Source: an optimization exercise on an open RTL-to-GDS flow (aim: small area, a short achievable clock period and few clock cycles per item). Production flows keep margins and buffers that such runs may drop. Function not checked in this run: the RTL went through the layout flow alone.

==> flow/design.v <==
module CordicAccelerator(
  input         clock,
  input         reset,
  input         cmd_valid,
  output        cmd_ready,
  input  [6:0]  cmd_funct,
  input  [4:0]  cmd_rd,
  input  [63:0] cmd_rs1,
  input  [63:0] cmd_rs2,
  output        resp_valid,
  input         resp_ready,
  output [4:0]  resp_rd,
  output [63:0] resp_data,
  output        busy
);
  reg adv;   
  wire accept = cmd_valid & adv;
  wire [14:0] zh = cmd_rs2[31:17];
  wire [14:0] zh_p = zh + 15'd1;
  wire [14:0] zh_m = zh - 15'd1;
  wire s0_x_valid = accept;
  wire d_1;
  assign d_1 = zh[14];
  wire [31:0] x_2 = cmd_rs1[31:0];
  wire [31:0] y_3 = d_1 ? -cmd_rs1[31:0] : cmd_rs1[31:0];
  wire [18:0] w_4 = d_1 ? {2'b00, cmd_rs2[16:0]} + 19'd51472 : {2'b00, cmd_rs2[16:0]} - 19'd51472;
  wire d_5 = w_4[18] ? zh_m[14] : (w_4[17] ? zh_p[14] : zh[14]);
  wire [31:0] ys_8 = $signed(y_3) >>> 1;
  wire [31:0] xs_9 = $signed(x_2) >>> 1;
  wire [31:0] x_6 = x_2 + (ys_8 ^ {32{~d_5}}) + {31'd0, ~d_5};
  wire [31:0] y_7 = y_3 + (xs_9 ^ {32{d_5}}) + {31'd0, d_5};
  wire [18:0] w_10 = d_5 ? w_4 + 19'd30386 : w_4 - 19'd30386;
  reg [31:0] p1_x, p1_y;
  reg [4:0] p1_rd;
  reg p1_fn, p1_v;
  reg [18:0] p1_w;
  reg p1_fm, p1_f0, p1_fp;
  always @(posedge clock) begin
    if (reset) p1_v <= 1'b0;
    else if (adv) p1_v <= accept;
    if (adv) begin
      p1_x <= x_6;
      p1_y <= y_7;
      p1_rd <= cmd_rd;
      p1_fn <= cmd_funct[0];
      p1_w <= w_10;
      p1_fm <= zh_m[14];
      p1_f0 <= zh[14];
      p1_fp <= zh_p[14];
    end
  end
  wire d_11 = p1_w[18] ? p1_fm : (p1_w[17] ? p1_fp : p1_f0);
  wire [31:0] ys_14 = $signed(p1_y) >>> 2;
  wire [31:0] xs_15 = $signed(p1_x) >>> 2;
  wire [31:0] x_12 = p1_x + (ys_14 ^ {32{~d_11}}) + {31'd0, ~d_11};
  wire [31:0] y_13 = p1_y + (xs_15 ^ {32{d_11}}) + {31'd0, d_11};
  wire [18:0] w_16 = d_11 ? p1_w + 19'd16055 : p1_w - 19'd16055;
  wire d_17 = w_16[18] ? p1_fm : (w_16[17] ? p1_fp : p1_f0);
  wire [31:0] ys_20 = $signed(y_13) >>> 3;
  wire [31:0] xs_21 = $signed(x_12) >>> 3;
  wire [31:0] x_18 = x_12 + (ys_20 ^ {32{~d_17}}) + {31'd0, ~d_17};
  wire [31:0] y_19 = y_13 + (xs_21 ^ {32{d_17}}) + {31'd0, d_17};
  wire [18:0] w_22 = d_17 ? w_16 + 19'd8150 : w_16 - 19'd8150;
  reg [31:0] p2_x, p2_y;
  reg [4:0] p2_rd;
  reg p2_fn, p2_v;
  reg [18:0] p2_w;
  reg p2_fm, p2_f0, p2_fp;
  always @(posedge clock) begin
    if (reset) p2_v <= 1'b0;
    else if (adv) p2_v <= p1_v;
    if (adv) begin
      p2_x <= x_18;
      p2_y <= y_19;
      p2_rd <= p1_rd;
      p2_fn <= p1_fn;
      p2_w <= w_22;
      p2_fm <= p1_fm;
      p2_f0 <= p1_f0;
      p2_fp <= p1_fp;
    end
  end
  wire d_23 = p2_w[18] ? p2_fm : (p2_w[17] ? p2_fp : p2_f0);
  wire [31:0] ys_26 = $signed(p2_y) >>> 4;
  wire [31:0] xs_27 = $signed(p2_x) >>> 4;
  wire [31:0] x_24 = p2_x + (ys_26 ^ {32{~d_23}}) + {31'd0, ~d_23};
  wire [31:0] y_25 = p2_y + (xs_27 ^ {32{d_23}}) + {31'd0, d_23};
  wire [18:0] w_28 = d_23 ? p2_w + 19'd4091 : p2_w - 19'd4091;
  wire d_29 = w_28[18] ? p2_fm : (w_28[17] ? p2_fp : p2_f0);
  wire [31:0] ys_32 = $signed(y_25) >>> 5;
  wire [31:0] xs_33 = $signed(x_24) >>> 5;
  wire [31:0] x_30 = x_24 + (ys_32 ^ {32{~d_29}}) + {31'd0, ~d_29};
  wire [31:0] y_31 = y_25 + (xs_33 ^ {32{d_29}}) + {31'd0, d_29};
  wire [18:0] w_34 = d_29 ? w_28 + 19'd2047 : w_28 - 19'd2047;
  reg [31:0] p3_x, p3_y;
  reg [4:0] p3_rd;
  reg p3_fn, p3_v;
  reg [18:0] p3_w;
  reg p3_fm, p3_f0, p3_fp;
  always @(posedge clock) begin
    if (reset) p3_v <= 1'b0;
    else if (adv) p3_v <= p2_v;
    if (adv) begin
      p3_x <= x_30;
      p3_y <= y_31;
      p3_rd <= p2_rd;
      p3_fn <= p2_fn;
      p3_w <= w_34;
      p3_fm <= p2_fm;
      p3_f0 <= p2_f0;
      p3_fp <= p2_fp;
    end
  end
  wire d_35 = p3_w[18] ? p3_fm : (p3_w[17] ? p3_fp : p3_f0);
  wire [31:0] ys_38 = $signed(p3_y) >>> 6;
  wire [31:0] xs_39 = $signed(p3_x) >>> 6;
  wire [31:0] x_36 = p3_x + (ys_38 ^ {32{~d_35}}) + {31'd0, ~d_35};
  wire [31:0] y_37 = p3_y + (xs_39 ^ {32{d_35}}) + {31'd0, d_35};
  wire [18:0] w_40 = d_35 ? p3_w + 19'd1024 : p3_w - 19'd1024;
  wire d_41 = w_40[18] ? p3_fm : (w_40[17] ? p3_fp : p3_f0);
  wire [31:0] ys_44 = $signed(y_37) >>> 7;
  wire [31:0] xs_45 = $signed(x_36) >>> 7;
  wire [31:0] x_42 = x_36 + (ys_44 ^ {32{~d_41}}) + {31'd0, ~d_41};
  wire [31:0] y_43 = y_37 + (xs_45 ^ {32{d_41}}) + {31'd0, d_41};
  wire [18:0] w_46 = d_41 ? w_40 + 19'd512 : w_40 - 19'd512;
  reg [31:0] p4_x, p4_y;
  reg [4:0] p4_rd;
  reg p4_fn, p4_v;
  reg [18:0] p4_w;
  reg p4_fm, p4_f0, p4_fp;
  always @(posedge clock) begin
    if (reset) p4_v <= 1'b0;
    else if (adv) p4_v <= p3_v;
    if (adv) begin
      p4_x <= x_42;
      p4_y <= y_43;
      p4_rd <= p3_rd;
      p4_fn <= p3_fn;
      p4_w <= w_46;
      p4_fm <= p3_fm;
      p4_f0 <= p3_f0;
      p4_fp <= p3_fp;
    end
  end
  wire d_47 = p4_w[18] ? p4_fm : (p4_w[17] ? p4_fp : p4_f0);
  wire [31:0] ys_50 = $signed(p4_y) >>> 8;
  wire [31:0] xs_51 = $signed(p4_x) >>> 8;
  wire [31:0] x_48 = p4_x + (ys_50 ^ {32{~d_47}}) + {31'd0, ~d_47};
  wire [31:0] y_49 = p4_y + (xs_51 ^ {32{d_47}}) + {31'd0, d_47};
  wire [18:0] w_52 = d_47 ? p4_w + 19'd256 : p4_w - 19'd256;
  wire d_53 = w_52[18] ? p4_fm : (w_52[17] ? p4_fp : p4_f0);
  wire [31:0] ys_56 = $signed(y_49) >>> 9;
  wire [31:0] xs_57 = $signed(x_48) >>> 9;
  wire [31:0] x_54 = x_48 + (ys_56 ^ {32{~d_53}}) + {31'd0, ~d_53};
  wire [31:0] y_55 = y_49 + (xs_57 ^ {32{d_53}}) + {31'd0, d_53};
  wire [18:0] w_58 = d_53 ? w_52 + 19'd128 : w_52 - 19'd128;
  reg [31:0] p5_x, p5_y;
  reg [4:0] p5_rd;
  reg p5_fn, p5_v;
  reg [18:0] p5_w;
  reg p5_fm, p5_f0, p5_fp;
  always @(posedge clock) begin
    if (reset) p5_v <= 1'b0;
    else if (adv) p5_v <= p4_v;
    if (adv) begin
      p5_x <= x_54;
      p5_y <= y_55;
      p5_rd <= p4_rd;
      p5_fn <= p4_fn;
      p5_w <= w_58;
      p5_fm <= p4_fm;
      p5_f0 <= p4_f0;
      p5_fp <= p4_fp;
    end
  end
  wire d_59 = p5_w[18] ? p5_fm : (p5_w[17] ? p5_fp : p5_f0);
  wire [31:0] ys_62 = $signed(p5_y) >>> 10;
  wire [31:0] xs_63 = $signed(p5_x) >>> 10;
  wire [31:0] x_60 = p5_x + (ys_62 ^ {32{~d_59}}) + {31'd0, ~d_59};
  wire [31:0] y_61 = p5_y + (xs_63 ^ {32{d_59}}) + {31'd0, d_59};
  wire [18:0] w_64 = d_59 ? p5_w + 19'd64 : p5_w - 19'd64;
  wire d_65 = w_64[18] ? p5_fm : (w_64[17] ? p5_fp : p5_f0);
  wire [31:0] ys_68 = $signed(y_61) >>> 11;
  wire [31:0] xs_69 = $signed(x_60) >>> 11;
  wire [31:0] x_66 = x_60 + (ys_68 ^ {32{~d_65}}) + {31'd0, ~d_65};
  wire [31:0] y_67 = y_61 + (xs_69 ^ {32{d_65}}) + {31'd0, d_65};
  wire [18:0] w_70 = d_65 ? w_64 + 19'd32 : w_64 - 19'd32;
  reg [31:0] p6_x, p6_y;
  reg [4:0] p6_rd;
  reg p6_fn, p6_v;
  reg [18:0] p6_w;
  reg p6_fm, p6_f0, p6_fp;
  always @(posedge clock) begin
    if (reset) p6_v <= 1'b0;
    else if (adv) p6_v <= p5_v;
    if (adv) begin
      p6_x <= x_66;
      p6_y <= y_67;
      p6_rd <= p5_rd;
      p6_fn <= p5_fn;
      p6_w <= w_70;
      p6_fm <= p5_fm;
      p6_f0 <= p5_f0;
      p6_fp <= p5_fp;
    end
  end
  wire d_71 = p6_w[18] ? p6_fm : (p6_w[17] ? p6_fp : p6_f0);
  wire [31:0] ys_74 = $signed(p6_y) >>> 12;
  wire [31:0] xs_75 = $signed(p6_x) >>> 12;
  wire [31:0] x_72 = p6_x + (ys_74 ^ {32{~d_71}}) + {31'd0, ~d_71};
  wire [31:0] y_73 = p6_y + (xs_75 ^ {32{d_71}}) + {31'd0, d_71};
  wire [18:0] w_76 = d_71 ? p6_w + 19'd16 : p6_w - 19'd16;
  wire d_77 = w_76[18] ? p6_fm : (w_76[17] ? p6_fp : p6_f0);
  wire [31:0] ys_80 = $signed(y_73) >>> 13;
  wire [31:0] xs_81 = $signed(x_72) >>> 13;
  wire [31:0] x_78 = x_72 + (ys_80 ^ {32{~d_77}}) + {31'd0, ~d_77};
  wire [31:0] y_79 = y_73 + (xs_81 ^ {32{d_77}}) + {31'd0, d_77};
  wire [18:0] w_82 = d_77 ? w_76 + 19'd8 : w_76 - 19'd8;
  reg [31:0] p7_x, p7_y;
  reg [4:0] p7_rd;
  reg p7_fn, p7_v;
  reg [18:0] p7_w;
  reg p7_fm, p7_f0, p7_fp;
  always @(posedge clock) begin
    if (reset) p7_v <= 1'b0;
    else if (adv) p7_v <= p6_v;
    if (adv) begin
      p7_x <= x_78;
      p7_y <= y_79;
      p7_rd <= p6_rd;
      p7_fn <= p6_fn;
      p7_w <= w_82;
      p7_fm <= p6_fm;
      p7_f0 <= p6_f0;
      p7_fp <= p6_fp;
    end
  end
  wire d_83 = p7_w[18] ? p7_fm : (p7_w[17] ? p7_fp : p7_f0);
  wire [31:0] ys_86 = $signed(p7_y) >>> 14;
  wire [31:0] xs_87 = $signed(p7_x) >>> 14;
  wire [31:0] x_84 = p7_x + (ys_86 ^ {32{~d_83}}) + {31'd0, ~d_83};
  wire [31:0] y_85 = p7_y + (xs_87 ^ {32{d_83}}) + {31'd0, d_83};
  wire [18:0] w_88 = d_83 ? p7_w + 19'd4 : p7_w - 19'd4;
  wire d_89 = w_88[18] ? p7_fm : (w_88[17] ? p7_fp : p7_f0);
  wire [31:0] ys_92 = $signed(y_85) >>> 15;
  wire [31:0] xs_93 = $signed(x_84) >>> 15;
  wire [31:0] x_90 = x_84 + (ys_92 ^ {32{~d_89}}) + {31'd0, ~d_89};
  wire [31:0] y_91 = y_85 + (xs_93 ^ {32{d_89}}) + {31'd0, d_89};
  wire [18:0] w_94 = d_89 ? w_88 + 19'd2 : w_88 - 19'd2;
  reg [31:0] p8_x, p8_y;
  reg [4:0] p8_rd;
  reg p8_fn, p8_v;
  reg [18:0] p8_w;
  reg p8_fm, p8_f0, p8_fp;
  always @(posedge clock) begin
    if (reset) p8_v <= 1'b0;
    else if (adv) p8_v <= p7_v;
    if (adv) begin
      p8_x <= x_90;
      p8_y <= y_91;
      p8_rd <= p7_rd;
      p8_fn <= p7_fn;
      p8_w <= w_94;
      p8_fm <= p7_fm;
      p8_f0 <= p7_f0;
      p8_fp <= p7_fp;
    end
  end
  wire d_95 = p8_w[18] ? p8_fm : (p8_w[17] ? p8_fp : p8_f0);
  wire [31:0] ys_98 = $signed(p8_y) >>> 16;
  wire [31:0] xs_99 = $signed(p8_x) >>> 16;
  wire [31:0] x_96 = p8_x + (ys_98 ^ {32{~d_95}}) + {31'd0, ~d_95};
  wire [31:0] y_97 = p8_y + (xs_99 ^ {32{d_95}}) + {31'd0, d_95};
  wire [18:0] w_100 = d_95 ? p8_w + 19'd1 : p8_w - 19'd1;
  wire d_101 = w_100[18] ? p8_fm : (w_100[17] ? p8_fp : p8_f0);
  wire [31:0] ys_104 = $signed(y_97) >>> 17;
  wire [31:0] xs_105 = $signed(x_96) >>> 17;
  wire [31:0] x_102 = x_96 + (ys_104 ^ {32{~d_101}}) + {31'd0, ~d_101};
  wire [31:0] y_103 = y_97 + (xs_105 ^ {32{d_101}}) + {31'd0, d_101};
  reg [31:0] p9_x, p9_y;
  reg [4:0] p9_rd;
  reg p9_fn, p9_v;
  reg p9_d;
  always @(posedge clock) begin
    if (reset) p9_v <= 1'b0;
    else if (adv) p9_v <= p8_v;
    if (adv) begin
      p9_x <= x_102;
      p9_y <= y_103;
      p9_rd <= p8_rd;
      p9_fn <= p8_fn;
      p9_d <= d_101;
    end
  end
  wire [31:0] ys_108 = $signed(p9_y) >>> 18;
  wire [31:0] xs_109 = $signed(p9_x) >>> 18;
  wire [31:0] x_106 = p9_x + (ys_108 ^ {32{~p9_d}}) + {31'd0, ~p9_d};
  wire [31:0] y_107 = p9_y + (xs_109 ^ {32{p9_d}}) + {31'd0, p9_d};
  wire [31:0] ys_112 = $signed(y_107) >>> 19;
  wire [31:0] xs_113 = $signed(x_106) >>> 19;
  wire [31:0] x_110 = x_106 + (ys_112 ^ {32{~p9_d}}) + {31'd0, ~p9_d};
  wire [31:0] y_111 = y_107 + (xs_113 ^ {32{p9_d}}) + {31'd0, p9_d};
  reg [31:0] p10_x, p10_y;
  reg [4:0] p10_rd;
  reg p10_fn, p10_v;
  reg p10_d;
  always @(posedge clock) begin
    if (reset) p10_v <= 1'b0;
    else if (adv) p10_v <= p9_v;
    if (adv) begin
      p10_x <= x_110;
      p10_y <= y_111;
      p10_rd <= p9_rd;
      p10_fn <= p9_fn;
      p10_d <= p9_d;
    end
  end
  wire [31:0] ys_116 = $signed(p10_y) >>> 20;
  wire [31:0] xs_117 = $signed(p10_x) >>> 20;
  wire [31:0] x_114 = p10_x + (ys_116 ^ {32{~p10_d}}) + {31'd0, ~p10_d};
  wire [31:0] y_115 = p10_y + (xs_117 ^ {32{p10_d}}) + {31'd0, p10_d};
  wire [31:0] ys_120 = $signed(y_115) >>> 21;
  wire [31:0] xs_121 = $signed(x_114) >>> 21;
  wire [31:0] x_118 = x_114 + (ys_120 ^ {32{~p10_d}}) + {31'd0, ~p10_d};
  wire [31:0] y_119 = y_115 + (xs_121 ^ {32{p10_d}}) + {31'd0, p10_d};
  reg [31:0] p11_x, p11_y;
  reg [4:0] p11_rd;
  reg p11_fn, p11_v;
  reg p11_d;
  always @(posedge clock) begin
    if (reset) p11_v <= 1'b0;
    else if (adv) p11_v <= p10_v;
    if (adv) begin
      p11_x <= x_118;
      p11_y <= y_119;
      p11_rd <= p10_rd;
      p11_fn <= p10_fn;
      p11_d <= p10_d;
    end
  end
  wire [31:0] ys_124 = $signed(p11_y) >>> 22;
  wire [31:0] xs_125 = $signed(p11_x) >>> 22;
  wire [31:0] x_122 = p11_x + (ys_124 ^ {32{~p11_d}}) + {31'd0, ~p11_d};
  wire [31:0] y_123 = p11_y + (xs_125 ^ {32{p11_d}}) + {31'd0, p11_d};
  wire [31:0] ys_128 = $signed(y_123) >>> 23;
  wire [31:0] xs_129 = $signed(x_122) >>> 23;
  wire [31:0] x_126 = x_122 + (ys_128 ^ {32{~p11_d}}) + {31'd0, ~p11_d};
  wire [31:0] y_127 = y_123 + (xs_129 ^ {32{p11_d}}) + {31'd0, p11_d};
  reg [31:0] p12_x, p12_y;
  reg [4:0] p12_rd;
  reg p12_fn, p12_v;
  reg p12_d;
  always @(posedge clock) begin
    if (reset) p12_v <= 1'b0;
    else if (adv) p12_v <= p11_v;
    if (adv) begin
      p12_x <= x_126;
      p12_y <= y_127;
      p12_rd <= p11_rd;
      p12_fn <= p11_fn;
      p12_d <= p11_d;
    end
  end
  wire [31:0] ys_132 = $signed(p12_y) >>> 24;
  wire [31:0] xs_133 = $signed(p12_x) >>> 24;
  wire [31:0] x_130 = p12_x + (ys_132 ^ {32{~p12_d}}) + {31'd0, ~p12_d};
  wire [31:0] y_131 = p12_y + (xs_133 ^ {32{p12_d}}) + {31'd0, p12_d};
  wire [31:0] ys_136 = $signed(y_131) >>> 25;
  wire [31:0] xs_137 = $signed(x_130) >>> 25;
  wire [31:0] x_134 = x_130 + (ys_136 ^ {32{~p12_d}}) + {31'd0, ~p12_d};
  wire [31:0] y_135 = y_131 + (xs_137 ^ {32{p12_d}}) + {31'd0, p12_d};
  reg [31:0] p13_x, p13_y;
  reg [4:0] p13_rd;
  reg p13_fn, p13_v;
  reg p13_d;
  always @(posedge clock) begin
    if (reset) p13_v <= 1'b0;
    else if (adv) p13_v <= p12_v;
    if (adv) begin
      p13_x <= x_134;
      p13_y <= y_135;
      p13_rd <= p12_rd;
      p13_fn <= p12_fn;
      p13_d <= p12_d;
    end
  end
  wire [31:0] ys_140 = $signed(p13_y) >>> 26;
  wire [31:0] xs_141 = $signed(p13_x) >>> 26;
  wire [31:0] x_138 = p13_x + (ys_140 ^ {32{~p13_d}}) + {31'd0, ~p13_d};
  wire [31:0] y_139 = p13_y + (xs_141 ^ {32{p13_d}}) + {31'd0, p13_d};
  wire [31:0] ys_144 = $signed(y_139) >>> 27;
  wire [31:0] xs_145 = $signed(x_138) >>> 27;
  wire [31:0] x_142 = x_138 + (ys_144 ^ {32{~p13_d}}) + {31'd0, ~p13_d};
  wire [31:0] y_143 = y_139 + (xs_145 ^ {32{p13_d}}) + {31'd0, p13_d};
  reg [31:0] p14_x, p14_y;
  reg [4:0] p14_rd;
  reg p14_fn, p14_v;
  reg p14_d;
  always @(posedge clock) begin
    if (reset) p14_v <= 1'b0;
    else if (adv) p14_v <= p13_v;
    if (adv) begin
      p14_x <= x_142;
      p14_y <= y_143;
      p14_rd <= p13_rd;
      p14_fn <= p13_fn;
      p14_d <= p13_d;
    end
  end
  wire [31:0] ys_148 = $signed(p14_y) >>> 28;
  wire [31:0] xs_149 = $signed(p14_x) >>> 28;
  wire [31:0] x_146 = p14_x + (ys_148 ^ {32{~p14_d}}) + {31'd0, ~p14_d};
  wire [31:0] y_147 = p14_y + (xs_149 ^ {32{p14_d}}) + {31'd0, p14_d};
  wire [31:0] ys_152 = $signed(y_147) >>> 29;
  wire [31:0] xs_153 = $signed(x_146) >>> 29;
  wire [31:0] x_150 = x_146 + (ys_152 ^ {32{~p14_d}}) + {31'd0, ~p14_d};
  wire [31:0] y_151 = y_147 + (xs_153 ^ {32{p14_d}}) + {31'd0, p14_d};
  reg [31:0] p15_x, p15_y;
  reg [4:0] p15_rd;
  reg p15_fn, p15_v;
  reg p15_d;
  always @(posedge clock) begin
    if (reset) p15_v <= 1'b0;
    else if (adv) p15_v <= p14_v;
    if (adv) begin
      p15_x <= x_150;
      p15_y <= y_151;
      p15_rd <= p14_rd;
      p15_fn <= p14_fn;
      p15_d <= p14_d;
    end
  end
  wire [31:0] ys_156 = $signed(p15_y) >>> 30;
  wire [31:0] xs_157 = $signed(p15_x) >>> 30;
  wire [31:0] x_154 = p15_x + (ys_156 ^ {32{~p15_d}}) + {31'd0, ~p15_d};
  wire [31:0] y_155 = p15_y + (xs_157 ^ {32{p15_d}}) + {31'd0, p15_d};
  wire [31:0] ys_160 = $signed(y_155) >>> 31;
  wire [31:0] xs_161 = $signed(x_154) >>> 31;
  wire [31:0] x_158 = x_154 + (ys_160 ^ {32{~p15_d}}) + {31'd0, ~p15_d};
  wire [31:0] y_159 = y_155 + (xs_161 ^ {32{p15_d}}) + {31'd0, p15_d};
  wire [31:0] res = p15_fn ? y_159 : x_158;
  wire push = adv & p15_v;
  reg [31:0] h_data, k_data;
  reg [4:0] h_rd, k_rd;
  reg hv, kv, busy_r;
  wire pop = hv & resp_ready;
  wire h_load = ~hv | pop;
  wire hv_n = h_load ? (kv | push) : 1'b1;
  wire kv_n = h_load ? (kv & push) : (kv | push);
  wire inflight_n = hv_n | kv_n | (adv ? accept : p1_v) | (adv ? p1_v : p2_v) | (adv ? p2_v : p3_v) | (adv ? p3_v : p4_v) | (adv ? p4_v : p5_v) | (adv ? p5_v : p6_v) | (adv ? p6_v : p7_v) | (adv ? p7_v : p8_v) | (adv ? p8_v : p9_v) | (adv ? p9_v : p10_v) | (adv ? p10_v : p11_v) | (adv ? p11_v : p12_v) | (adv ? p12_v : p13_v) | (adv ? p13_v : p14_v) | (adv ? p14_v : p15_v);
  always @(posedge clock) begin
    if (reset) begin
      hv <= 1'b0;
      kv <= 1'b0;
      adv <= 1'b1;
      busy_r <= 1'b0;
    end else begin
      hv <= hv_n;
      kv <= kv_n;
      adv <= ~(hv_n & kv_n);
      busy_r <= inflight_n;
    end
    if (h_load) begin
      h_data <= kv ? k_data : res;
      h_rd <= kv ? k_rd : p15_rd;
    end
    if (h_load ? kv : ~kv) begin
      k_data <= res;
      k_rd <= p15_rd;
    end
  end
  assign cmd_ready = adv;
  assign resp_valid = hv;
  assign resp_rd = h_rd;
  assign resp_data = {32'h0, h_data};
  assign busy = busy_r;
endmodule
==> flow/run.sh <==
#!/bin/bash
# synth_recipe.tcl (not shown) runs the flow's synth.tcl, then flattens the netlist and writes it again
# the make line also repeats each setting of config.mk as NAME=value (left out here)
make -C /OpenROAD-flow-scripts/flow DESIGN_CONFIG=/design/flow/config.mk WORK_HOME=/design/flow/orfs CLKGATE_MAP_FILE= SYNTH_SCRIPT=/design/flow/synth_recipe.tcl finish
==> flow/config.mk <==
export PLATFORM = sky130hd
export DESIGN_NAME = CordicAccelerator
export DESIGN_NICKNAME = CordicAccelerator
export VERILOG_FILES = /design/flow/design.v
export SDC_FILE = /design/flow/constraint.sdc
export NUM_CORES = 8
export LEC_CHECK = 0
export CAP_MARGIN = 20
export CORE_MARGIN = 2
export CORE_UTILIZATION = 40
export SLEW_MARGIN = 20
==> flow/constraint.sdc <==
create_clock -name core_clock -period 6.0 [get_ports {clock}]
set_input_delay 1.2000 -clock core_clock [delete_from_list [all_inputs] [get_ports {clock}]]
set_output_delay 1.2000 -clock core_clock [all_outputs]
set_load 0.01 [all_outputs]
==> summary.txt <==
Global routing
  • Global-route wire length before repair: 721000 um
  • Met1 usage: 27.4%
  • Met3 usage: 1.70%
  • GRT overflow: 0
  • Initial antenna violation count: 12
  • GR Util All Layers: 22.9%
  • Largest net degree at the start of global routing: 149
  • Busiest grt layer: met2
  • Met2 Track Usage GR: 42.4%
  • Vias in the first global route: 145k

Route
  • Final WL: 457000 um
  • Vias: 145k
  • Post-route DRC: 0
  • Detailed Route Iter0 Violations: 6760
  • DR WL/cell: 16.2 um
  • Pre-antenna DRT Iters: 8
  • Vias per cell: 5.13
  • Routed Antenna Nets: 0

Clock network
  • TritonCTS clock tree: done
  • CTS sink cnt: 1326
  • CTS max path bufs: 4
  • Clock slew at reported path FFs: 0.06 ns
  • Clk latency of the worst-skew pair: 0.90 ns
  • Root Buffer Master: clkbuf_16
  • Num CTS Buffers: 164
  • Hold buffers post-CTS: 0
  • H-tree level count: 4

Synthesis
  • Synth top area cells: edfxtp_1 (26%), ha_1 (17%), xnor2_1 (12%), a21oi_1 (5.4%), xor2_1 (4.8%)
  • Seq cells post-synth: 1326
  • Synth top area share: 26.3%
  • Ys Warns: 1
  • FFs w/ async S/R, synth: 0%
  • Sequential area share after synthesis: 26.6%
  • Dominant cell type by area after synthesis: edfxtp_1
  • Post-synth EDFFs: 1307
  • Post-Synthesis Cells: 16.4k
  • Avg Inst Size Synth: 9.08 um2
  • Distinct cells, synth: 122
  • Post-synth top flop: edfxtp_1
  • Cell area after synthesis: 149000 um2

STA
  • Fin worst setup slack: -1.22 ns
  • Fmax: 138 MHz
  • RSZ-0062 raised after global routing: true
  • Slew @ Worst Pin: 0.964 ns
  • Fin crit share: 120%
  • Final hold violations: 0
  • Clock skew: 0.0908 ns
  • # setup viols final: 532
  • Final Max Tran Viols: 0
  • Fin crit period: 7.22 ns
  • Relative slew slack: 35.7%

Final layout
  • Final core utilization: 60.2%
  • P&R area growth vs syn: 50.0%
  • Final design area excluding fillers: 224000 um2
  • Commonest non-fill, non-tap cells in the layout: buf_4 (6394), ha_1 (1926), xnor2_1 (1907)
  • Final nets: 25.4k
  • Ratio of cells with drive above 1 in the final layout: 37.9%
  • Commonest non-fill, non-tap cell in the layout: buf_4

Setup path
  • Critical path class: reg -> reg
  • Crit-path most repeated cell: o21ai_2
  • Critical-path top delay cell: edfxtp_1
  • Arr. time, crit path: 7.85 ns
  • Worst path max stage delay: 0.48 ns
  • Critical Path RT: 6.63 ns
  • Critical-path maximum fanout: 4
  • Worst Setup End Kind: flop
  • CP startpoint kind: flop

Floorplan
  • Placeable core region: 372000 um2
  • Die ar.: 378000 um2
  • Ports: 216
  • Row Count: 224
  • Chip Height: 614 um
  • Initial Util: 40.1%
  • Die Wd: 614 um

Run status
  • Layout check faults: setup timing
  • Status: finished with violations

Placed design
  • PortBufs: 113
  • Dpl hpwl: 355000 um
  • Placed Instance Area: 199000 um2
  • Gpl congestion: 0.917

Worst hold path
  • Hold crit path type: reg -> reg

Run
  • Max cap viols: 0
-- worst paths after layout --
kind                       start                   to  slack [ns]  cells after the start
max              p12_d$_DFFE_PP_  p13_x[30]$_DFFE_PP_       -1.22                     36
max reg2reg      p12_d$_DFFE_PP_  p13_x[30]$_DFFE_PP_       -1.22                     36
min          p10_rd[3]$_DFFE_PP_  p11_rd[3]$_DFFE_PP_        0.41                      0
min reg2reg  p10_rd[3]$_DFFE_PP_  p11_rd[3]$_DFFE_PP_        0.41                      0
-- per-layer routing --
metal | vias to the layer above | wire length [um]
li1 | 74000 | -
met5 | - | 0
met1 | 68200 | 195000
met2 | 2031 | 230000
met4 | 0 | 19500
met3 | 831 | 11900
-- stage by stage --
stage / std cells / TNS [ns] / setup slack [ns] / hold WS [ns]
CTS: 28000 / -244.19 / -1.14 / 0.405
global placement: 27100 / -473.52 / -2.14 / 0.400
detailed placement: 27100 / -526.73 / -2.13 / 0.405
finish: 28300 / -238.66 / -1.22 / 0.408
global route: 28300 / -446.61 / -1.60 / 0.414
floorplan: 16400 / -5139.65 / -3.64 / 0.400
-- kinds of logic (layout without fill, tap and decap cells) --
kind of cell,after synthesis,in the layout,share of synthesized area (%)
other,1,39,0.00252
AOI/OAI and AO/OA,4980,4980,21.6
DFF,1326,1326,26.6
adders and majority gates,2094,2094,17.9
buffers and inverters,947,7785,2.49
xor gates and xnor gates,2938,2938,17.3
and+or+nand+nor,4005,4005,13.2
muxes,126,126,0.902
-- layout make-up --
type,count,area [um2]
diodes,7,17.5
clock inverters,107,1290
repair buffers,6785,53100
well taps,4972,6220
flip-flops and latches,1326,39600
fillers,31100,148000
multi-input cells,14200,116000
inverters,711,2700
clock buffers,182,4210
-- worst max-delay path: cells and delay by family, from the launching register on --
family / cells / cell delay [ns]
xor gates and xnor gates: 4 / 0.53
and+or+nand+nor: 4 / 0.52
buffers and inverters: 4 / 0.64
DFF: 1 / 0.48
AOI/OAI and AO/OA: 22 / 4.12
adders and majority gates: 2 / 0.69
-- synthesized netlist by cell type (140+ instances only) --
| cell type | instances |
|---|---|
| xnor2_1 | 2107 |
| edfxtp_1 | 1307 |
| a31oi_1 | 156 |
| nor3_1 | 327 |
| nand2_1 | 848 |
| a21oi_1 | 1598 |
| inv_1 | 699 |
| o21bai_1 | 299 |
| nor2b_1 | 263 |
| nand2b_1 | 287 |
| xor2_1 | 825 |
| a211oi_1 | 140 |
| nand3_1 | 316 |
| and3_1 | 188 |
| o21a_1 | 250 |
| ha_1 | 2013 |
| nor2_1 | 1132 |
| a21o_1 | 766 |
| o21ai_0 | 846 |
-- what timing repair did --
action / in CTS / in global routing
cloned: 9 / 6
gates resized for setup: 1564 / 1008
buffers inserted: 650 / 317
endpoints found under the setup margin: 664 / 722
pin swaps: 997 / 879

afterwards: timing with drivers on the ports:
In the flow no input, the clock included, has a driving cell. The finished layout below was timed again as built, in two steps. Step 1 sets driving cells, clkbuf_16 on the clock port and buf_2 on the other inputs (assumed; they add their load-dependent delay and slew). Step 2 adds t to the input delays and takes it off the output delays; t is the mean of the earliest and latest rising clock arrival at the registers after step 1. Input paths then give back, and output paths get back, about the clock's delay inside the block. Slacks: no drivers / after step 1 / after step 2; pairs: no drivers / after step 1.
t (ns): 0.960
setup WS [ns]: -1.222 / -1.222 / -1.233
hold WS [ns]: 0.408 / 0.408 / 0.408
For this run, drivers alone change the setup slack by 0.000 ns; drivers and shift together by -0.011 ns.
